Context: an optimization exercise on an open-source flow, tuned for a short achievable clock period and few clock cycles per item. The choices shown serve that exercise and are no tape-out recipe.
Function was checked by simulation only, so behaviour that the tests miss may differ from the original.
Power and IR drop assume default switching activity.

--- config.mk ---
export PLATFORM = sky130hd
export DESIGN_NAME = risc_v
export DESIGN_NICKNAME = risc_v
export VERILOG_FILES = /design/flow/design.v
export SDC_FILE = /design/flow/constraint.sdc
export NUM_CORES = 8
export LEC_CHECK = 0
export CAP_MARGIN = 20
export CORE_MARGIN = 2
export CORE_UTILIZATION = 55
export SLEW_MARGIN = 20
export SYNTH_HIERARCHICAL = 1
export SYNTH_MINIMUM_KEEP_SIZE = 0
--- constraint.sdc ---
create_clock -name core_clock -period 14.0 [get_ports {CLK}]
set_input_delay 2.8000 -clock core_clock [delete_from_list [all_inputs] [get_ports {CLK}]]
set_output_delay 2.8000 -clock core_clock [all_outputs]
set_load 0.01 [all_outputs]
--- design.v ---
module risc_v
(
 input   wire                        CLK,
 input   wire                        RST,
 output  wire     [31:0]             PC,
 input   wire     [31:0]             Instr,
 output  wire                        MemWrite,
 output  wire     [31:0]             DataAdr,
 output  wire     [31:0]             WriteData,
 input   wire     [31:0]             ReadData
);
  reg         rst_q;              
  reg  [31:0] pc_f;
  reg  [31:0] pc_o;               
  reg         v_d;
  reg  [31:0] pc_d;
  reg  [31:0] ir_d;
  reg  [31:0] rs1oh_d, rs2oh_d;
  reg  [31:0] immop_d;            
  reg         lw_d, sw_d, r_d, jal_d, brd_d, wr_d, use1_d, use2_d;
  reg         fe1_d, fe2_d, fm1_d, fm2_d, fw1_d, fw2_d;
  reg         vsel_d;             
  reg         sub_d, ssum_d, slt_d, sor_d, sand_d;
  reg  [31:0] p4_d;               
  reg         pt_d;               
  reg  [63:0] bht;                
  reg  [31:0] a_e, b_e, bb_e;
  reg         we_e, lw_e, sw_e, br_e;
  reg         pt_e;
  reg         upd_e, out_e;       
  reg         stall;              
  reg         xm_e, xl_e, ym_e, ymn_e, yl_e, bm_e, bl_e, am_e;
  reg         ci_e, si_e, sltn_e;
  reg  [31:0] rtgt_e;             
  reg  [5:0]  idx_e;
  reg         ssum_e, slt_e, sor_e, sand_e;
  reg  [4:0]  rd_e;
  reg  [31:0] res_m, wd_m;
  reg  [31:0] res_mn;             
  reg  [31:0] res_o;              
  reg         we_m, lw_m, sw_m;
  reg  [4:0]  rd_m;
  reg  [31:0] val_w;
  reg         we_w;
  reg  [4:0]  rd_w;
  reg  [31:0] rfv;
  wire [1023:0] rf;               
  wire [6:0] op_f   = Instr[6:0];
  wire [2:0] f3_f   = Instr[14:12];
  wire [4:0] rs1_f  = Instr[19:15];
  wire [4:0] rs2_f  = Instr[24:20];
  wire lw_f   = (op_f == 7'b0000011);
  wire sw_f   = (op_f == 7'b0100011);
  wire r_f    = (op_f == 7'b0110011);
  wire i_f    = (op_f == 7'b0010011);
  wire br_f   = (op_f == 7'b1100011);
  wire jal_f  = (op_f == 7'b1101111);
  wire same_f = (rs1_f == rs2_f);
  wire alu_f  = r_f | i_f;
  wire brd_f  = br_f & ~same_f;
  wire beqs_f = br_f & same_f;
  wire use1_f = lw_f | sw_f | alu_f | brd_f;
  wire use2_f = sw_f | r_f | brd_f;
  wire wr_f   = lw_f | alu_f | jal_f;
  wire sub_f  = alu_f & ((f3_f == 3'b000) ? (r_f & Instr[30]) : (f3_f == 3'b010));
  wire ssum_f = ~alu_f | (f3_f == 3'b000);
  wire slt_f  = alu_f & (f3_f == 3'b010);
  wire sor_f  = alu_f & (f3_f == 3'b110);
  wire sand_f = alu_f & (f3_f != 3'b000) & (f3_f != 3'b010) & (f3_f != 3'b110);
  wire [31:0] immI_f  = {{20{Instr[31]}}, Instr[31:20]};
  wire [31:0] immS_f  = {{20{Instr[31]}}, Instr[31:25], Instr[11:7]};
  wire [31:0] immop_f = jal_f ? 32'd4 : sw_f ? immS_f : immI_f;
  wire [31:0] rs1oh_f = 32'b1 << rs1_f;
  wire [31:0] rs2oh_f = 32'b1 << rs2_f;
  wire [20:0] immJ_f = {Instr[31], Instr[19:12], Instr[20], Instr[30:21], 1'b0};
  wire [20:0] immB_f = {{9{Instr[31]}}, Instr[7], Instr[30:25], Instr[11:8], 1'b0};
  wire [10:0] hip_f, him_f;
  wire [21:0] loJ_f, loB_f;
  wire [31:0] p4_f;
  incdec11 u_hif (.a(pc_f[31:21]), .p(hip_f), .m(him_f));
  ksadd #(.N(21), .L(5)) u_tj (.a(pc_f[20:0]), .b(immJ_f), .ci(1'b0), .si(1'b0), .s(loJ_f));
  ksadd #(.N(21), .L(5)) u_tb (.a(pc_f[20:0]), .b(immB_f), .ci(1'b0), .si(1'b0), .s(loB_f));
  inc4     u_p4  (.a(pc_f), .s(p4_f));
  wire [4:0] rd_d  = ir_d[11:7];
  wire [4:0] rs1_d = ir_d[19:15];
  wire [4:0] rs2_d = ir_d[24:20];
  wire [31:0] immB_d = {{20{ir_d[31]}}, ir_d[7], ir_d[30:25], ir_d[11:8], 1'b0};
  wire [31:0] tgt_d;
  add32 u_tgtd (.a(pc_d), .b(immB_d), .s(tgt_d));
  wire [31:0] sel1_d = rs1oh_d & rfv;
  wire [31:0] sel2_d = rs2oh_d & rfv;
  reg  [31:0] rr1_d, rr2_d;
  integer k;
  always @(*) begin
    rr1_d = 32'b0;
    rr2_d = 32'b0;
    for (k = 0; k < 32; k = k + 1) begin
      rr1_d = rr1_d | ({32{sel1_d[k]}} & rf[32*k +: 32]);
      rr2_d = rr2_d | ({32{sel2_d[k]}} & rf[32*k +: 32]);
    end
  end
  wire [31:0] wv_m  = lw_m ? ReadData : res_m;
  wire [31:0] rf1_d = fm1_d ? wv_m : fw1_d ? val_w : rr1_d;
  wire [31:0] rf2_d = fm2_d ? wv_m : fw2_d ? val_w : rr2_d;
  wire ma_d   = use1_d & ~lw_e & fe1_d;
  wire la_d   = use1_d & lw_e  & fe1_d;
  wire mb_d   = use2_d & ~lw_e & fe2_d;
  wire lb_d   = use2_d & lw_e  & fe2_d;
  wire mbY_d  = mb_d & r_d;                   
  wire lbY_d  = lb_d & r_d;
  wire inva_d = sub_d & lbY_d & ~la_d;        
  wire zero_d = sub_d & lbY_d & la_d;         
  wire invb_d = sub_d & ~lbY_d;               
  wire [31:0] Xe_e = xm_e ? res_m : a_e;
  wire [31:0] X_e, xa_e, xb_e;
  nandv u_xa (.a(ReadData), .b({32{xl_e}}), .y(xa_e));
  nandv u_xb (.a(Xe_e), .b({32{~xl_e}}), .y(xb_e));
  nandv u_xc (.a(xa_e), .b(xb_e), .y(X_e));
  wire [31:0] Ye_e = ymn_e ? res_mn : ym_e ? res_m : bb_e;
  wire [31:0] Y_e, ya_e, yb_e;
  nandv u_ya (.a(ReadData), .b({32{yl_e}}), .y(ya_e));
  nandv u_yb (.a(Ye_e), .b({32{~yl_e}}), .y(yb_e));
  nandv u_yc (.a(ya_e), .b(yb_e), .y(Y_e));
  wire [31:0] Bq_e = bm_e ? res_m : b_e;
  wire [31:0] Bv_e = bl_e ? ReadData : Bq_e;
  wire [31:0] Aq_e = am_e ? res_m : a_e;
  wire [32:0] sum_e;
  wire [31:0] po_e;
  wire [32:0] co_e;
  add32c u_adde (.a(X_e), .b(Y_e), .ci(ci_e), .si(si_e), .s(sum_e), .po(po_e), .co(co_e));
  wire [31:0] res_e, resn_e, reso_e;
  resmux #(.INV(0)) u_res  (.ssum(ssum_e), .sor(sor_e), .sand(sand_e), .slt(slt_e), .sltn(sltn_e),
                            .po(po_e), .c(co_e), .a(X_e), .b(Y_e), .r(res_e));
  resmux #(.INV(1)) u_resn (.ssum(ssum_e), .sor(sor_e), .sand(sand_e), .slt(slt_e), .sltn(sltn_e),
                            .po(po_e), .c(co_e), .a(X_e), .b(Y_e), .r(resn_e));
  resmux #(.INV(0)) u_reso (.ssum(ssum_e), .sor(sor_e), .sand(sand_e), .slt(slt_e), .sltn(sltn_e),
                            .po(po_e), .c(co_e), .a(X_e), .b(Y_e), .r(reso_e));
  wire eq_e    = (Aq_e == Bq_e);
  wire taken_e = br_e & (eq_e ^ pt_e);    
  wire        e1_d   = fe1_d;
  wire        e2_d   = fe2_d;
  wire        efast  = ~lw_e & ~xl_e & ~yl_e & (ssum_e | sor_e | sand_e);
  wire        ok1_d  = e1_d ? efast : fm1_d ? ~lw_m : fw1_d;
  wire        ok2_d  = e2_d ? efast : fm2_d ? ~lw_m : fw2_d;
  wire        dres_d = ok1_d & ok2_d;
  wire        ee_d   = e1_d | e2_d;                
  wire [31:0] vE_d   = vsel_d ? res_m : val_w;     
  wire        eqR_d  = (fm1_d == fm2_d) | (res_m == val_w);
  wire        eqE_d;
  fasteq u_feq (.x(Xe_e), .y(Ye_e), .ci(ci_e), .ssum(ssum_e), .sor(sor_e), .sand(sand_e),
                .v(vE_d), .eq(eqE_d));
  wire        eq_d   = ee_d ? eqE_d : eqR_d;
  wire [31:0] rtgt_d = pt_d ? p4_d : tgt_d;
  wire go_d    = v_d & ~taken_e & ~stall;
  wire mie_d   = go_d & brd_d & dres_d & ~pt_d;            
  wire min_d   = go_d & brd_d & dres_d & pt_d;             
  wire misR_d  = eqR_d ? mie_d : min_d;
  wire mieX_d  = ee_d ? mie_d : misR_d;
  wire minX_d  = ee_d ? min_d : misR_d;
  wire mis_d   = eqE_d ? mieX_d : minX_d;
  wire stall_n = rst_q & go_d & lw_d & brd_f & ((rs1_f == rd_d) | (rs2_f == rd_d));
  wire [4:0] rs1_n = stall ? rs1_d : rs1_f;
  wire [4:0] rs2_n = stall ? rs2_d : rs2_f;
  wire fe1_n = go_d & wr_d & (rd_d == rs1_f);
  wire fe2_n = go_d & wr_d & (rd_d == rs2_f);
  wire fm1_n = we_e & (rd_e == rs1_n);
  wire fm2_n = we_e & (rd_e == rs2_n);
  wire fw1_n = we_m & (rd_m == rs1_n);
  wire fw2_n = we_m & (rd_m == rs2_n);
  wire vsel_n = fe1_n ? fm2_n : fm1_n;
  assign PC = pc_o;
  wire        pred_f  = bht[pc_f[7:2]];
  wire [31:0] early_f = ~rst_q ? 32'b0 : taken_e ? rtgt_e : stall ? pc_f : p4_f;
  wire        sj0_f   = rst_q & ~stall & jal_f;
  wire        sb0_f   = rst_q & ~stall & (beqs_f | (brd_f & pred_f));
  wire        selj_f  = sj0_f & ~taken_e;
  wire        selb_f  = sb0_f & ~taken_e;
  wire [31:0] next_f, nexto_f;
  wire        eqE1_d, eqE2_d;
  fasteq u_feq1 (.x(Xe_e), .y(Ye_e), .ci(ci_e), .ssum(ssum_e), .sor(sor_e), .sand(sand_e),
                 .v(vE_d), .eq(eqE1_d));
  fasteq u_feq2 (.x(Xe_e), .y(Ye_e), .ci(ci_e), .ssum(ssum_e), .sor(sor_e), .sand(sand_e),
                 .v(vE_d), .eq(eqE2_d));
  fsel u_fsel (.loJ(loJ_f[20:0]), .loB(loB_f[20:0]), .cJ(loJ_f[21]), .cB(loB_f[21]), .s(Instr[31]),
               .selj0(selj_f), .selb0(selb_f), .eq(eqE1_d), .mie(mieX_d), .min(minX_d), .rt(rtgt_d),
               .hi0(pc_f[31:21]), .hip(hip_f), .him(him_f), .early0(early_f), .nxt(next_f));
  fsel u_fselo (.loJ(loJ_f[20:0]), .loB(loB_f[20:0]), .cJ(loJ_f[21]), .cB(loB_f[21]), .s(Instr[31]),
                .selj0(selj_f), .selb0(selb_f), .eq(eqE2_d), .mie(mieX_d), .min(minX_d), .rt(rtgt_d),
                .hi0(pc_f[31:21]), .hip(hip_f), .him(him_f), .early0(early_f), .nxt(nexto_f));
  always @(posedge CLK or negedge RST) begin
    if (!RST) begin
      rst_q <= 1'b0;
      stall <= 1'b0;
      v_d   <= 1'b0;
    end else begin
      rst_q <= 1'b1;
      stall <= stall_n;
      if (!rst_q || taken_e || mis_d) v_d <= 1'b0;
      else if (!stall)       v_d <= 1'b1;
    end
  end
  always @(posedge CLK) begin
    fe1_d <= fe1_n;
    fe2_d <= fe2_n;
    fm1_d <= fm1_n;
    fm2_d <= fm2_n;
    fw1_d <= fw1_n;
    fw2_d <= fw2_n;
    vsel_d <= vsel_n;
    pc_f <= next_f;
    pc_o <= nexto_f;
    if (!stall) begin
      pc_d    <= pc_f;
      p4_d    <= p4_f;
      pt_d    <= brd_f & pred_f;
      ir_d    <= Instr;
      rs1oh_d <= rs1oh_f;
      rs2oh_d <= rs2oh_f;
      immop_d <= immop_f;
      lw_d    <= lw_f;
      sw_d    <= sw_f;
      r_d     <= r_f;
      jal_d   <= jal_f;
      brd_d   <= brd_f;
      wr_d    <= wr_f;
      use1_d  <= use1_f;
      use2_d  <= use2_f;
      sub_d   <= sub_f;
      ssum_d  <= ssum_f;
      slt_d   <= slt_f;
      sor_d   <= sor_f;
      sand_d  <= sand_f;
    end
  end
  always @(posedge CLK or negedge RST) begin
    if (!RST) begin
      we_e <= 1'b0; lw_e <= 1'b0; sw_e <= 1'b0; br_e <= 1'b0; upd_e <= 1'b0;
    end else begin
      we_e  <= go_d & wr_d;
      lw_e  <= go_d & lw_d;
      sw_e  <= go_d & sw_d;
      br_e  <= go_d & brd_d & ~dres_d;
      upd_e <= go_d & brd_d & dres_d;
    end
  end
  always @(posedge CLK) begin
    a_e    <= jal_d ? pc_d : (rf1_d ^ {32{inva_d}});
    b_e    <= rf2_d;
    bb_e   <= (r_d ? rf2_d : immop_d) ^ {32{invb_d}};
    rtgt_e <= rtgt_d;
    out_e  <= eq_d;
    xm_e   <= ma_d;               
    xl_e   <= la_d;
    ym_e   <= mbY_d & ~invb_d;
    ymn_e  <= mbY_d & invb_d;
    yl_e   <= lbY_d;
    bm_e   <= mb_d;
    bl_e   <= lb_d;
    am_e   <= ma_d;
    ci_e   <= invb_d;
    si_e   <= inva_d;
    sltn_e <= ~inva_d;
    pt_e   <= pt_d;
    idx_e  <= pc_d[7:2];
    rd_e   <= rd_d;
    ssum_e <= ssum_d & ~zero_d;
    slt_e  <= slt_d & ~zero_d;
    sor_e  <= sor_d;
    sand_e <= sand_d;
  end
  always @(posedge CLK or negedge RST) begin
    if (!RST) begin
      we_m <= 1'b0; lw_m <= 1'b0;
    end else begin
      we_m  <= we_e;
      lw_m  <= lw_e;
    end
  end
  always @(posedge CLK) begin
    sw_m <= sw_e & rst_q;
  end
  always @(posedge CLK) begin
    res_m <= res_e;
    res_mn <= resn_e;
    res_o <= reso_e;
    wd_m  <= Bv_e;
    rd_m  <= rd_e;
  end
  assign MemWrite  = sw_m;
  assign DataAdr   = res_o;
  assign WriteData = wd_m;
  always @(posedge CLK or negedge RST) begin
    if (!RST) we_w <= 1'b0;
    else      we_w <= we_m;
  end
  always @(posedge CLK) begin
    val_w <= wv_m;
    rd_w  <= rd_m;
  end
  genvar gi;
  generate
    for (gi = 0; gi < 32; gi = gi + 1) begin : x
      reg [31:0] q;
      always @(posedge CLK) begin
        if (we_w && rd_w == gi) q <= val_w;
      end
      assign rf[32*gi +: 32] = q;
    end
  endgenerate
  always @(posedge CLK or negedge RST) begin
    if (!RST)      bht <= 64'b0;
    else if (br_e) bht[idx_e] <= eq_e;
    else if (upd_e) bht[idx_e] <= out_e;
  end
  always @(posedge CLK or negedge RST) begin
    if (!RST)      rfv <= 32'b0;
    else if (we_w) rfv[rd_w] <= 1'b1;
  end
endmodule
module ksadd #(parameter N = 32, parameter L = 5)
(
  input  wire [N-1:0] a,
  input  wire [N-1:0] b,
  input  wire         ci,
  input  wire         si,             
  output wire [N:0]   s,
  output wire [N-1:0] po,             
  output wire [N:0]   co              
);
  wire [N-1:0] p, gn, tn;
  xorv #(.N(N)) ux (.a(a), .b(b), .y(p));
  gtn  #(.N(N)) ug (.a(a), .b(b), .gn(gn), .tn(tn));
  wire [N*(L+1)-1:0] G, T;
  assign G[N-1:0] = gn;
  assign T[N-1:0] = tn;
  genvar l, i;
  generate
    for (l = 0; l < L; l = l + 1) begin : lev
      for (i = 0; i < N; i = i + 1) begin : bit_
        if (i >= (1 << l)) begin : pr
          if (l % 2 == 0) begin : o_
            pg_oai c (.gn(G[l*N+i]), .pn(T[l*N+i]), .gjn(G[l*N+i-(1<<l)]), .pjn(T[l*N+i-(1<<l)]),
                      .g(G[(l+1)*N+i]), .p(T[(l+1)*N+i]));
          end else begin : a_
            pg_aoi c (.g(G[l*N+i]), .p(T[l*N+i]), .gj(G[l*N+i-(1<<l)]), .pj(T[l*N+i-(1<<l)]),
                      .gn(G[(l+1)*N+i]), .pn(T[(l+1)*N+i]));
          end
        end else begin : pa
          pg_inv c (.g(G[l*N+i]), .p(T[l*N+i]), .gn(G[(l+1)*N+i]), .pn(T[(l+1)*N+i]));
        end
      end
    end
  endgenerate
  wire [N-1:0] GL = (L % 2 == 1) ? G[L*N+N-1:L*N] : ~G[L*N+N-1:L*N];
  wire [N-1:0] TL = (L % 2 == 1) ? T[L*N+N-1:L*N] : ~T[L*N+N-1:L*N];
  wire [N:0]   c  = {GL | (TL & {N{ci}}), ci};
  assign po = p ^ {N{si}};
  assign co = c;
  assign s  = {c[N], po ^ c[N-1:0]};
endmodule
module xorv #(parameter N = 32) (input wire [N-1:0] a, input wire [N-1:0] b, output wire [N-1:0] y);
  assign y = a ^ b;
endmodule
module gtn #(parameter N = 32) (input wire [N-1:0] a, input wire [N-1:0] b,
                                output wire [N-1:0] gn, output wire [N-1:0] tn);
  assign gn = ~(a & b);
  assign tn = ~(a | b);
endmodule
module nandv #(parameter N = 32) (input wire [N-1:0] a, input wire [N-1:0] b, output wire [N-1:0] y);
  assign y = ~(a & b);
endmodule
module pg_aoi (input wire g, input wire p, input wire gj, input wire pj,
               output wire gn, output wire pn);
  assign gn = ~(g | (p & gj));
  assign pn = ~(p & pj);
endmodule
module pg_oai (input wire gn, input wire pn, input wire gjn, input wire pjn,
               output wire g, output wire p);
  assign g = ~(gn & (pn | gjn));
  assign p = ~(pn | pjn);
endmodule
module pg_inv (input wire g, input wire p, output wire gn, output wire pn);
  assign gn = ~g;
  assign pn = ~p;
endmodule
module add32c (input wire [31:0] a, input wire [31:0] b, input wire ci, input wire si,
               output wire [32:0] s, output wire [31:0] po, output wire [32:0] co);
  ksadd #(.N(32), .L(5)) u (.a(a), .b(b), .ci(ci), .si(si), .s(s), .po(po), .co(co));
endmodule
module add32 (input wire [31:0] a, input wire [31:0] b, output wire [31:0] s);
  wire [32:0] t;
  ksadd #(.N(32), .L(5)) u (.a(a), .b(b), .ci(1'b0), .si(1'b0), .s(t));
  assign s = t[31:0];
endmodule
module fasteq
(
  input  wire [31:0] x,
  input  wire [31:0] y,
  input  wire        ci,
  input  wire        ssum,
  input  wire        sor,
  input  wire        sand,
  input  wire [31:0] v,
  output wire        eq
);
  wire [31:0] p, g, o, gn, tn;
  xorv u_p (.a(x), .b(y), .y(p));
  gtn  u_g (.a(x), .b(y), .gn(gn), .tn(tn));
  assign g = ~gn;
  assign o = ~tn;
  wire [31:0] z   = p ^ v;                                    
  wire [31:0] k   = {g[30:0] | (p[30:0] & ~v[30:0]), ci};     
  wire [31:0] b   = ({32{ssum}} & (z ~^ k)) | ({32{sor}} & (o ~^ v)) | ({32{sand}} & (g ~^ v));
  and32 u_and (.a(b), .y(eq));
endmodule
module and32 (input wire [31:0] a, output wire y);
  wire [15:0] n1;
  wire [7:0]  n2;
  wire [3:0]  n3;
  wire [1:0]  n4;
  genvar i;
  generate
    for (i = 0; i < 16; i = i + 1) begin : l1
      nand2m c (.a(a[2*i+1:2*i]), .y(n1[i]));
    end
    for (i = 0; i < 8; i = i + 1) begin : l2
      nor2m c (.a(n1[2*i+1:2*i]), .y(n2[i]));
    end
    for (i = 0; i < 4; i = i + 1) begin : l3
      nand2m c (.a(n2[2*i+1:2*i]), .y(n3[i]));
    end
    for (i = 0; i < 2; i = i + 1) begin : l4
      nor2m c (.a(n3[2*i+1:2*i]), .y(n4[i]));
    end
  endgenerate
  and2m c5 (.a(n4), .y(y));
endmodule
module nand2m (input wire [1:0] a, output wire y);
  assign y = ~&a;
endmodule
module nor2m (input wire [1:0] a, output wire y);
  assign y = ~|a;
endmodule
module and2m (input wire [1:0] a, output wire y);
  assign y = &a;
endmodule
module resmux #(parameter INV = 0)
(
  input  wire        ssum,
  input  wire        sor,
  input  wire        sand,
  input  wire        slt,
  input  wire        sltn,
  input  wire [31:0] po,
  input  wire [32:0] c,
  input  wire [31:0] a,
  input  wire [31:0] b,
  output wire [31:0] r
);
  wire [31:0] rest = ({32{sor}} & (a | b)) | ({32{sand}} & (a & b));
  wire [31:0] d1, d0, sel;
  assign d1[31:1]  = ssum ? ~po[31:1] : rest[31:1];
  assign d0[31:1]  = ssum ?  po[31:1] : rest[31:1];
  assign sel[31:1] = c[31:1];
  wire   r0 = rest[0] | (ssum & (po[0] ^ c[0]));
  assign d1[0]  = r0 | (slt & ~sltn);
  assign d0[0]  = r0 | (slt & sltn);
  assign sel[0] = c[32];
  genvar i;
  generate
    for (i = 0; i < 32; i = i + 1) begin : b_
      mux1 m (.s(sel[i]), .a(INV ? ~d1[i] : d1[i]), .b(INV ? ~d0[i] : d0[i]), .y(r[i]));
    end
  endgenerate
endmodule
module inc4 (input wire [31:0] a, output wire [31:0] s);
  assign s = a + 32'd4;
endmodule
module mux1 (input wire s, input wire a, input wire b, output wire y);
  assign y = s ? a : b;
endmodule
module incdec11 (input wire [10:0] a, output wire [10:0] p, output wire [10:0] m);
  assign p = a + 11'd1;
  assign m = a - 11'd1;
endmodule
module fsel
(
  input  wire [20:0] loJ,
  input  wire [20:0] loB,
  input  wire        cJ,
  input  wire        cB,
  input  wire        s,
  input  wire        selj0,
  input  wire        selb0,
  input  wire        eq,
  input  wire        mie,
  input  wire        min,
  input  wire [31:0] rt,
  input  wire [10:0] hi0,
  input  wire [10:0] hip,
  input  wire [10:0] him,
  input  wire [31:0] early0,
  output wire [31:0] nxt
);
  wire        misl, mish;
  mux1 u_ml (.s(eq), .a(mie), .b(min), .y(misl));
  mux1 u_mh (.s(eq), .a(mie), .b(min), .y(mish));
  wire        seljl = selj0 & ~misl;
  wire        selbl = selb0 & ~misl;
  wire        nel   = ~seljl & ~selbl;
  wire        seljh = selj0 & ~mish;
  wire        selbh = selb0 & ~mish;
  wire        neh   = ~seljh & ~selbh;
  wire [20:0] earlyl = misl ? rt[20:0] : early0[20:0];
  wire [10:0] earlyh = mish ? rt[31:21] : early0[31:21];
  wire [10:0] x1   = s ? hi0 : hip;
  wire [10:0] x0   = s ? him : hi0;
  wire [10:0] h0   = neh ? earlyh : x0;
  wire        cany = (seljh & cJ) | (selbh & cB);
  assign nxt[20:0]  = ({21{seljl}} & loJ) | ({21{selbl}} & loB) | ({21{nel}} & earlyl);
  assign nxt[31:21] = cany ? x1 : h0;
endmodule
--- flow/run.sh ---
#!/bin/bash
# Layout flow: the standard ORFS flow (standard.sh), unchanged synthesis,
# with two changes to how the layout is made:
#  - the ports are buffered with sky130_fd_sc_hd__buf_8 instead of the default pick;
#  - timing repair (repair_timing after CTS and after global routing) asks for
#    SETUP_SLACK_MARGIN ns of setup slack, so that it works on paths well inside
#    the 14 ns clock. The clock, the SDC and every constraint stay the design's.
# Each step's full output goes to a log file in the folder this runs in; ORFS's
# own per-step logs are under orfs/logs/.
set -euo pipefail
bash standard.sh synth > synth.log 2>&1
bash standard.sh SETUP_SLACK_MARGIN=10 "BUFFER_PORTS_ARGS=-buffer_cell sky130_fd_sc_hd__buf_8" finish > layout.log 2>&1
--- standard.sh ---
#!/bin/bash
# synth_recipe.tcl (not shown) runs the flow's synth.tcl, then flattens the netlist and writes it again
# the make line also repeats each setting of config.mk as NAME=value (left out here)
make -C /OpenROAD-flow-scripts/flow DESIGN_CONFIG=/design/flow/config.mk WORK_HOME=/design/flow/orfs CLKGATE_MAP_FILE= SYNTH_SCRIPT=/design/flow/synth_recipe.tcl "${@:-finish}"
==> out/metrics.yaml, run 1 <==
gp_congestion: 1.01
fin_setup_tns_ns: 0
top_register: "x.q"
cts_tree: "built"
ioPinCount: 163
slowest_delay_ns: 0.40
worstMarginPinSlew_ns: 1.30
yosys_warnings: 7
cts.sink_count: 1704
place_area_mm2: 0.104
syn2layout_area_growth_pct: 16.0
first_pass_iters: 15
rows: 155
p_int_mw: 8.84
min_period_ns: 4.18
path_max_fanout: 1
vias: 84290
stdcell_area_mm2: 0.114
routed_wl_mm: 426
final_core_util: 0.641
netlist_instances: 9179
dieHeight_um: 427
drt_iter0_drc: 15854
syn_avg_cell_area_um2: 10.7
maxSlewViolCount: 0
max_clock_freq_mhz: 239
ir_drop_mv: 0.115
drc_errors: 0
top_regs: "x.q (1024), bht (64)"
antenna_found_initial: 13
overflow: 0
critPathTopFamily: "flip-flops"
power.switching_mw: 3.03
final_nets: 9518
relSlewSlack: 0.127
endpoint_kind: "primary output"
die_w_um: 427
cts.path.max_buffers: 3
design.die.area_mm2: 0.182
grt_pass1_vias: 78392
holdCritPathClass: "flip-flop to flip-flop"
syn_area_mm2: 0.0983
h-tree-depth: 4
worst_slack_ns: 9.82
fillerInstances: 14080
post-place-ws_ns: 8.30
cp-start-kind: "flip-flop"
skew_ns: 0.0683
power.sequential.fraction: 0.469
numCtsBuffers: 182
coreArea_mm2: 0.178
grt_pass1_wl_mm: 579
worstPathArrival_ns: 1.38
seqCellArea_mm2: 0.0469
swShare: 0.255
portBuffers: 162
powerDensity_mw_per_mm2: 104
via_per_inst: 7.10
wl_per_cell_um: 35.9
critical_path_buf_inv_count: 1
crit_chain: "buf_8"
status: "no timing/DRC/antenna violations"
clkLatencyLatePin_ns: 0.88
period_share: 0.299
critical_path_required_ns: 11.20
grt_usage: 0.450
initial_core_util: 0.552
largest_register_ffs: 1024
cp_slowest_cell: "dfxtp_4"
setup_viol: 0
critPathKind: "flip-flop to primary output"
drt.antenna.violating_nets: 0
finalHoldViolations: 0
p_leak_nw: 44.0
clk_pin_slew_ns: 0.07
maxCapViolCount: 0
clock-root-buffer: "clkbuf_16"
grt_max_degree: 180
multi_input_area_mm2: 0.0504
combPwrFrac: 0.105
dp_hpwl_mm: 259
drive_gt1_frac: 0.262
clkPwrFrac: 0.426
rsz0062_at_grt: "true"
hold_buffers: 0
[power groups by stage]
stage	clock network (mW)	registers, mW	logic [mW]
after floorplan	0	5.66	0.754
after detailed placement	0	5.67	1.15
after global routing	5.23	5.57	1.32
after CTS	5.03	5.56	1.16
after global placement	0	5.66	1.13
final	5.05	5.57	1.24
[worst paths after layout]
| kind | slack (ns) | endpoint | cells after the start | start |
|---|---|---|---|---|
| worst max-delay path | 9.82 | PC[3] | 1 | pc_o[3]$_DFF_P_ |
| worst min-delay path | 0.39 | rd_w[3]$_DFF_P_ | 0 | rd_m[3]$_DFF_P_ |
| worst max register to register | 9.86 | a_e[5]$_DFF_P_ | 9 | rfv[9]$_DFFE_PN0P_ |
| worst min register to register | 0.39 | rd_w[3]$_DFF_P_ | 0 | rd_m[3]$_DFF_P_ |
| max in group asynchronous | 11.37 | lw_m$_DFF_PN0_ | 1 | RST |
| min in group asynchronous | 1.99 | rfv[4]$_DFFE_PN0P_ | 1 | RST |
[cells in the final DEF, fill, tap and decap left out, types with 153 or more instances in the layout]
master     instances
xnor2_1          288
a221oi_1         275
inv_1            456
nor2_1           503
a21o_1           153
nand2_1          796
buf_8            167
clkbuf_16        195
a22o_1           266
buf_4            317
dfxtp_1          278
a21oi_2          168
xor2_1           551
mux2i_1          178
a22oi_1          500
o21ai_0          183
o21ai_2          264
mux2_2           167
edfxtp_1        1200
a21oi_1          255
[timing repair]
item	in CTS	in global routing
cloned	12	18
endpoints found under the setup margin	238	283
pin swaps	15	99
setup buffers	22	111
gates resized for setup	224	289
[layer usage]
layer / part of all wire / wire [um] / up-vias / GRT usage
met2: 0.41 / 176000 / 7342 / 0.646
met1: 0.35 / 150000 / 40814 / 0.566
li1: - / - / 34167 / -
met5: 0.00057 / 244 / - / 0.00317
met3: 0.15 / 65400 / 1949 / 0.179
met4: 0.082 / 34900 / 18 / 0.276
[metrics by stage]
stage	cells	hold slack, ns	total power [mW]
floorplan	9198	0.323	6.41
global placement	11351	0.340	6.80
detailed placement	11352	0.349	6.82
CTS	11726	0.375	11.8
global route	11859	0.390	12.1
finish	11870	0.386	11.9
[area by class of cell]
type,instances,share of cell area
Clock inverter,112,0.0112
Timing Repair Buffer,538,0.0521
Antenna cell,14,0.000307
Multi-Input combinational cell,6448,0.442
Sequential cell,1704,0.411
Tap cell,2355,0.0258
Timing Repair inverter,1,0.0000439
Inverter,470,0.0155
Clock buffer,228,0.0428
Testbench counts, summed over its fixed seeds: cycles 73,139, instructions 70,638.
==> run 2: changes to the inputs <==
--- a/design.v
+++ b/design.v
@@ -15,11 +15,12 @@
   reg         v_d;
   reg  [31:0] pc_d;
   reg  [31:0] ir_d;
-  reg  [31:0] rs1oh_d, rs2oh_d;
+  reg  [31:0] erv1_d, erv2_d;     
   reg  [31:0] immop_d;            
   reg         lw_d, sw_d, r_d, jal_d, brd_d, wr_d, use1_d, use2_d;
-  reg         fe1_d, fe2_d, fm1_d, fm2_d, fw1_d, fw2_d;
-  reg         vsel_d;             
+  reg         fe1_d, fe2_d, fm1_d, fm2_d, fw1_d, fw2_d, fx1_d, fx2_d, fy1_d, fy2_d;
+  reg         vm_d, vw_d, vx_d, vr1_d, vr2_d;
+  reg  [12:0] pr_d;
   reg         sub_d, ssum_d, slt_d, sor_d, sand_d;
   reg  [31:0] p4_d;               
   reg         pt_d;               
@@ -43,6 +44,10 @@
   reg  [31:0] val_w;
   reg         we_w;
   reg  [4:0]  rd_w;
+  reg  [31:0] val_x;
+  reg         we_x;
+  reg  [4:0]  rd_x;
+  reg  [31:0] val_y;
   reg  [31:0] rfv;
   wire [1023:0] rf;               
   wire [6:0] op_f   = Instr[6:0];
@@ -70,8 +75,6 @@
   wire [31:0] immI_f  = {{20{Instr[31]}}, Instr[31:20]};
   wire [31:0] immS_f  = {{20{Instr[31]}}, Instr[31:25], Instr[11:7]};
   wire [31:0] immop_f = jal_f ? 32'd4 : sw_f ? immS_f : immI_f;
-  wire [31:0] rs1oh_f = 32'b1 << rs1_f;
-  wire [31:0] rs2oh_f = 32'b1 << rs2_f;
   wire [20:0] immJ_f = {Instr[31], Instr[19:12], Instr[20], Instr[30:21], 1'b0};
   wire [20:0] immB_f = {{9{Instr[31]}}, Instr[7], Instr[30:25], Instr[11:8], 1'b0};
   wire [10:0] hip_f, him_f;
@@ -87,21 +90,9 @@
   wire [31:0] immB_d = {{20{ir_d[31]}}, ir_d[7], ir_d[30:25], ir_d[11:8], 1'b0};
   wire [31:0] tgt_d;
   add32 u_tgtd (.a(pc_d), .b(immB_d), .s(tgt_d));
-  wire [31:0] sel1_d = rs1oh_d & rfv;
-  wire [31:0] sel2_d = rs2oh_d & rfv;
-  reg  [31:0] rr1_d, rr2_d;
-  integer k;
-  always @(*) begin
-    rr1_d = 32'b0;
-    rr2_d = 32'b0;
-    for (k = 0; k < 32; k = k + 1) begin
-      rr1_d = rr1_d | ({32{sel1_d[k]}} & rf[32*k +: 32]);
-      rr2_d = rr2_d | ({32{sel2_d[k]}} & rf[32*k +: 32]);
-    end
-  end
   wire [31:0] wv_m  = lw_m ? ReadData : res_m;
-  wire [31:0] rf1_d = fm1_d ? wv_m : fw1_d ? val_w : rr1_d;
-  wire [31:0] rf2_d = fm2_d ? wv_m : fw2_d ? val_w : rr2_d;
+  wire [31:0] rf1_d = fm1_d ? wv_m : fw1_d ? val_w : fx1_d ? val_x : fy1_d ? val_y : erv1_d;
+  wire [31:0] rf2_d = fm2_d ? wv_m : fw2_d ? val_w : fx2_d ? val_x : fy2_d ? val_y : erv2_d;
   wire ma_d   = use1_d & ~lw_e & fe1_d;
   wire la_d   = use1_d & lw_e  & fe1_d;
   wire mb_d   = use2_d & ~lw_e & fe2_d;
@@ -140,12 +131,27 @@
   wire        e1_d   = fe1_d;
   wire        e2_d   = fe2_d;
   wire        efast  = ~lw_e & ~xl_e & ~yl_e & (ssum_e | sor_e | sand_e);
-  wire        ok1_d  = e1_d ? efast : fm1_d ? ~lw_m : fw1_d;
-  wire        ok2_d  = e2_d ? efast : fm2_d ? ~lw_m : fw2_d;
+  wire        ok1_d  = e1_d ? efast : ~(fm1_d & lw_m) & ~fy1_d;
+  wire        ok2_d  = e2_d ? efast : ~(fm2_d & lw_m) & ~fy2_d;
   wire        dres_d = ok1_d & ok2_d;
   wire        ee_d   = e1_d | e2_d;                
-  wire [31:0] vE_d   = vsel_d ? res_m : val_w;     
-  wire        eqR_d  = (fm1_d == fm2_d) | (res_m == val_w);
+  wire [31:0] vE_d   = ({32{vm_d}} & res_m) | ({32{vw_d}} & val_w) | ({32{vx_d}} & val_x) |
+                       ({32{vr1_d}} & erv1_d) | ({32{vr2_d}} & erv2_d);
+  wire [12:0] peq_d;
+  eq32 u_e0  (.a(res_m),  .b(val_w),  .eq(peq_d[0]));     
+  eq32 u_e1  (.a(res_m),  .b(val_x),  .eq(peq_d[1]));     
+  eq32 u_e2  (.a(res_m),  .b(erv2_d), .eq(peq_d[2]));     
+  eq32 u_e3  (.a(val_w),  .b(res_m),  .eq(peq_d[3]));     
+  eq32 u_e4  (.a(val_w),  .b(val_x),  .eq(peq_d[4]));     
+  eq32 u_e5  (.a(val_w),  .b(erv2_d), .eq(peq_d[5]));     
+  eq32 u_e6  (.a(val_x),  .b(res_m),  .eq(peq_d[6]));     
+  eq32 u_e7  (.a(val_x),  .b(val_w),  .eq(peq_d[7]));     
+  eq32 u_e8  (.a(val_x),  .b(erv2_d), .eq(peq_d[8]));     
+  eq32 u_e9  (.a(erv1_d), .b(res_m),  .eq(peq_d[9]));     
+  eq32 u_e10 (.a(erv1_d), .b(val_w),  .eq(peq_d[10]));    
+  eq32 u_e11 (.a(erv1_d), .b(val_x),  .eq(peq_d[11]));    
+  eq32 u_e12 (.a(erv1_d), .b(erv2_d), .eq(peq_d[12]));    
+  wire        eqR_d  = |(pr_d & peq_d);
   wire        eqE_d;
   fasteq u_feq (.x(Xe_e), .y(Ye_e), .ci(ci_e), .ssum(ssum_e), .sor(sor_e), .sand(sand_e),
                 .v(vE_d), .eq(eqE_d));
@@ -167,7 +173,34 @@
   wire fm2_n = we_e & (rd_e == rs2_n);
   wire fw1_n = we_m & (rd_m == rs1_n);
   wire fw2_n = we_m & (rd_m == rs2_n);
-  wire vsel_n = fe1_n ? fm2_n : fm1_n;
+  wire fx1_n = we_w & (rd_w == rs1_n);
+  wire fx2_n = we_w & (rd_w == rs2_n);
+  wire fy1_n = stall & we_x & (rd_x == rs1_d);
+  wire fy2_n = stall & we_x & (rd_x == rs2_d);
+  wire s1m_n = fm1_n;
+  wire s1w_n = ~fm1_n & fw1_n;
+  wire s1x_n = ~fm1_n & ~fw1_n & fx1_n;
+  wire s1r_n = ~fm1_n & ~fw1_n & ~fx1_n & ~fy1_n;
+  wire s2m_n = fm2_n;
+  wire s2w_n = ~fm2_n & fw2_n;
+  wire s2x_n = ~fm2_n & ~fw2_n & fx2_n;
+  wire s2r_n = ~fm2_n & ~fw2_n & ~fx2_n & ~fy2_n;
+  wire [12:0] pr_n = {s1r_n & s2r_n, s1r_n & s2x_n, s1r_n & s2w_n, s1r_n & s2m_n,
+                      s1x_n & s2r_n, s1x_n & s2w_n, s1x_n & s2m_n,
+                      s1w_n & s2r_n, s1w_n & s2x_n, s1w_n & s2m_n,
+                      s1m_n & s2r_n, s1m_n & s2x_n, s1m_n & s2w_n};
+  wire om_n = fe1_n ? fm2_n : fm1_n;
+  wire ow_n = fe1_n ? fw2_n : fw1_n;
+  wire ox_n = fe1_n ? fx2_n : fx1_n;
+  wire vm_n  = om_n;
+  wire vw_n  = ~om_n & ow_n;
+  wire vx_n  = ~om_n & ~ow_n & ox_n;
+  wire vr_n  = ~om_n & ~ow_n & ~ox_n;    
+  wire [31:0] sel1_n = (32'b1 << rs1_f) & rfv;
+  wire [31:0] sel2_n = (32'b1 << rs2_f) & rfv;
+  wire [31:0] rr1_n, rr2_n;
+  rfread u_rr1 (.sel(sel1_n), .rf(rf), .y(rr1_n));
+  rfread u_rr2 (.sel(sel2_n), .rf(rf), .y(rr2_n));
   assign PC = pc_o;
   wire        pred_f  = bht[pc_f[7:2]];
   wire [31:0] early_f = ~rst_q ? 32'b0 : taken_e ? rtgt_e : stall ? pc_f : p4_f;
@@ -206,16 +239,25 @@
     fm2_d <= fm2_n;
     fw1_d <= fw1_n;
     fw2_d <= fw2_n;
-    vsel_d <= vsel_n;
+    fx1_d <= fx1_n;
+    fx2_d <= fx2_n;
+    fy1_d <= fy1_n;
+    fy2_d <= fy2_n;
+    pr_d  <= pr_n;
+    vm_d  <= vm_n;
+    vw_d  <= vw_n;
+    vx_d  <= vx_n;
+    vr1_d <= vr_n & ~fe1_n;
+    vr2_d <= vr_n & fe1_n;
     pc_f <= next_f;
     pc_o <= nexto_f;
     if (!stall) begin
+      erv1_d  <= rr1_n;
+      erv2_d  <= rr2_n;
       pc_d    <= pc_f;
       p4_d    <= p4_f;
       pt_d    <= brd_f & pred_f;
       ir_d    <= Instr;
-      rs1oh_d <= rs1oh_f;
-      rs2oh_d <= rs2oh_f;
       immop_d <= immop_f;
       lw_d    <= lw_f;
       sw_d    <= sw_f;
@@ -290,8 +332,17 @@
   assign DataAdr   = res_o;
   assign WriteData = wd_m;
   always @(posedge CLK or negedge RST) begin
-    if (!RST) we_w <= 1'b0;
-    else      we_w <= we_m;
+    if (!RST) begin
+      we_w <= 1'b0; we_x <= 1'b0;
+    end else begin
+      we_w <= we_m;
+      we_x <= we_w;
+    end
+  end
+  always @(posedge CLK) begin
+    val_x <= val_w;
+    rd_x  <= rd_w;
+    val_y <= val_x;
   end
   always @(posedge CLK) begin
     val_w <= wv_m;
@@ -476,6 +527,46 @@
 module inc4 (input wire [31:0] a, output wire [31:0] s);
   assign s = a + 32'd4;
 endmodule
+module eq32 (input wire [31:0] a, input wire [31:0] b, output wire eq);
+  wire [31:0] x;
+  xnorv u_x (.a(a), .b(b), .y(x));
+  and32 u_a (.a(x), .y(eq));
+endmodule
+module xnorv (input wire [31:0] a, input wire [31:0] b, output wire [31:0] y);
+  assign y = a ~^ b;
+endmodule
+module rfread (input wire [31:0] sel, input wire [1023:0] rf, output wire [31:0] y);
+  wire [32*16-1:0] t1;
+  wire [32*8-1:0]  t2;
+  wire [32*4-1:0]  t3;
+  wire [32*2-1:0]  t4;
+  wire [31:0]      t5;
+  genvar j;
+  generate
+    for (j = 0; j < 16; j = j + 1) begin : l1
+      aoi22w c (.s0(sel[2*j]), .a0(rf[32*(2*j) +: 32]), .s1(sel[2*j+1]), .a1(rf[32*(2*j+1) +: 32]),
+                .y(t1[32*j +: 32]));
+    end
+    for (j = 0; j < 8; j = j + 1) begin : l2
+      nandv c (.a(t1[32*(2*j) +: 32]), .b(t1[32*(2*j+1) +: 32]), .y(t2[32*j +: 32]));
+    end
+    for (j = 0; j < 4; j = j + 1) begin : l3
+      norv c (.a(t2[32*(2*j) +: 32]), .b(t2[32*(2*j+1) +: 32]), .y(t3[32*j +: 32]));
+    end
+    for (j = 0; j < 2; j = j + 1) begin : l4
+      nandv c (.a(t3[32*(2*j) +: 32]), .b(t3[32*(2*j+1) +: 32]), .y(t4[32*j +: 32]));
+    end
+  endgenerate
+  norv c5 (.a(t4[31:0]), .b(t4[63:32]), .y(t5));
+  assign y = ~t5;
+endmodule
+module aoi22w (input wire s0, input wire [31:0] a0, input wire s1, input wire [31:0] a1,
+               output wire [31:0] y);
+  assign y = ~(({32{s0}} & a0) | ({32{s1}} & a1));
+endmodule
+module norv #(parameter N = 32) (input wire [N-1:0] a, input wire [N-1:0] b, output wire [N-1:0] y);
+  assign y = ~(a | b);
+endmodule
 module mux1 (input wire s, input wire a, input wire b, output wire y);
   assign y = s ? a : b;
 endmodule
==> run 2 against run 1 <==
  * Still clean
  * Final area rose by 12%
  * Via count rose by 12%
  * Synthesized cell count rose by 20%
  * Flip-flop and latch count rose by 91
  * Critical endpoint is now erv1_d[19]$_DFFE_PN_
  * Largest power group unchanged
  * Highest routed layer unchanged
==> out/metrics.yaml, run 2 <==
routed_wl_mm: 456
grt_pass1_vias: 87472
initial_core_util: 0.552
syn_area_mm2: 0.109
overflow: 0
final_common_cell: "nand2_1"
min_period_ns: 4.26
crit_chain: "buf_12 > nor2b_4 > buf_8 > and3_4 > buf_12 > a22oi_1 > nand2_1 > nor2_4 > nand2_1 > nor2_4 > inv_1"
vias: 94791
design.die.area_mm2: 0.201
grt_use_met1: 0.528
period_share: 0.304
h-tree-depth: 4
maxSlewViolCount: 0
gp_congestion: 0.973
busiest_layer: "met2"
setup_viol: 0
fin_hold_ws_ns: 0.340
critPathKind: "primary input to flip-flop"
coreArea_mm2: 0.197
clk_pin_slew_ns: 0.07
rrSetupSlack_ns: 9.75
maxCapViolCount: 0
ir_drop_mv: 0.120
worstPathArrival_ns: 4.91
top_register: "x.q"
largest_register_ffs: 1024
final_core_util: 0.651
path_max_fanout: 11
syn_avg_cell_area_um2: 9.83
drt.antenna.violating_nets: 0
cts.path.max_buffers: 3
holdPathStages: 0
antenna_found_initial: 37
hold_buffers: 0
slowest_delay_ns: 0.28
cts_tree: "built"
cp-start-kind: "primary input"
critical_path_required_ns: 14.64
portBuffers: 162
top_regs: "x.q (1024), bht (64)"
r2r_cells: 16
clkLatencyLatePin_ns: 0.88
fin_setup_tns_ns: 0
rsz0062_at_grt: "true"
seqCellArea_mm2: 0.0488
drive_gt1_frac: 0.252
via_per_inst: 6.67
worstMarginPinSlew_ns: 1.12
ioPinCount: 163
syn2layout_area_growth_pct: 17.9
grt_usage: 0.418
rows: 163
clock-root-buffer: "clkbuf_16"
first_pass_iters: 17
cts.sink_count: 1795
finalHoldViolations: 0
wl_per_cell_um: 32.1
fillerInstances: 15580
drc_errors: 0
mostFrequentLayoutCells: "nand2_1, edfxtp_1, a22oi_1"
drt_iter0_drc: 15239
netlist_instances: 11058
die_w_um: 449
status: "no timing/DRC/antenna violations"
use_met2: 0.619
max_clock_freq_mhz: 235
relSlewSlack: 0.251
skew_ns: 0.0756
final_nets: 11548
holdCritPathClass: "flip-flop to flip-flop"
numCtsBuffers: 193
p_leak_nw: 50.7
dp_hpwl_mm: 267
multi_input_area_mm2: 0.0604
yosys_warnings: 7
cp_slowest_cell: "nor2_4"
grt_max_degree: 176
grt_pass1_wl_mm: 614
gr-usage-met3: 0.157
powerDensity_mw_per_mm2: 99.5
dieHeight_um: 449
endpoint_kind: "flip-flop"
==> run 2: what timing repair did <==
action                     CTS  global route
setup endpoints to repair  318           286
resized for setup          442           433
setup buffers               79           160
pin swaps                   21           136
cloned                      68            41
==> run 2: path summary, 6_finish.rpt <==
path | to | from
min reg2reg | sor_e$_DFF_P_ | sor_d$_DFFE_PN_
max in group asynchronous | rst_q$_DFF_PN0_ | RST
max reg2reg | pc_o[30]$_DFF_P_ | am_e$_DFF_P_
max | erv1_d[19]$_DFFE_PN_ | Instr[16]
min in group asynchronous | bht[60]$_DFFE_PN0P_ | RST
min | sor_e$_DFF_P_ | sor_d$_DFFE_PN_
==> run 2: where the power goes <==
group / total [mW] / switching (mW) / internal, mW
sequential: 5.98 / 0.216 / 5.76
clock: 5.42 / 2.30 / 3.12
combinational: 1.36 / 0.827 / 0.538
total: 12.8 / 3.35 / 9.42
==> run 2: layer usage <==
metal	wire length, um	up-vias	share of wire
li1	-	39954	-
met1	167000	46190	0.37
met2	192000	6835	0.42
met3	65700	1770	0.14
met4	31100	42	0.068
met5	960	-	0.0021
==> run 2: area by class of cell <==
| type | count | share of cell area |
|---|---|---|
| Sequential cell | 1795 | 0.381 |
| Clock buffer | 257 | 0.0413 |
| Antenna cell | 26 | 0.000507 |
| Timing Repair Buffer | 578 | 0.0554 |
| Inverter | 512 | 0.0150 |
| Tap cell | 2640 | 0.0258 |
| Clock inverter | 104 | 0.0105 |
| Multi-Input combinational cell | 8296 | 0.471 |
==> run 2: through the flow <==
stage / instances / instance area [um^2] / power (mW) / worst slack, ns
finish: 14208 / 128000 / 12.8 / 9.74
global placement: 13473 / 115000 / 7.26 / 7.86
floorplan: 11077 / 112000 / 6.84 / 9.33
global route: 14184 / 128000 / 13.1 / 9.72
detailed placement: 13473 / 115000 / 7.29 / 7.77
CTS: 13981 / 124000 / 12.7 / 9.76
==> run 2: worst max-delay path, delay by kind of cell <==
| kind | cells | cell delay (ns) |
|---|---|---|
| buffers and inverters | 4 | 0.51 |
| and+or+nand+nor | 6 | 1.34 |
| AOI/OAI and AO/OA | 1 | 0.21 |
Testbench counts of run 2, summed over its fixed seeds: cycles 72,408, instructions 70,638.

## separate check: timing with driven ports
No port has a modelled driver above. Below, the same layouts with a new extraction and two added sets of constraints. Step 1: set_driving_cell puts a clkbuf_16 on CLK and a buf_2 on each other input, an assumption about the parent block. Step 2 adds t to the input delays and takes it off the output delays; t is the mean of the earliest and latest rising clock arrival at the registers after step 1. Input paths then give back, and output paths get back, about the clock's delay inside the block. Three values: no drivers, after step 1, after step 2; two values: the first two.
| run | t (ns) | setup WS [ns] | hold slack, ns |
|---|---|---|---|
| run 1 | 0.942 | 9.821 / 9.729 / 9.034 | 0.386 / 0.386 / 0.386 |
| run 2 | 0.934 | 9.738 / 9.704 / 8.770 | 0.340 / 0.340 / 0.340 |
After both steps every run listed still meets setup and hold. For run 2, which loses most, drivers alone change the setup slack by -0.034 ns; drivers and shift together by -0.968 ns.
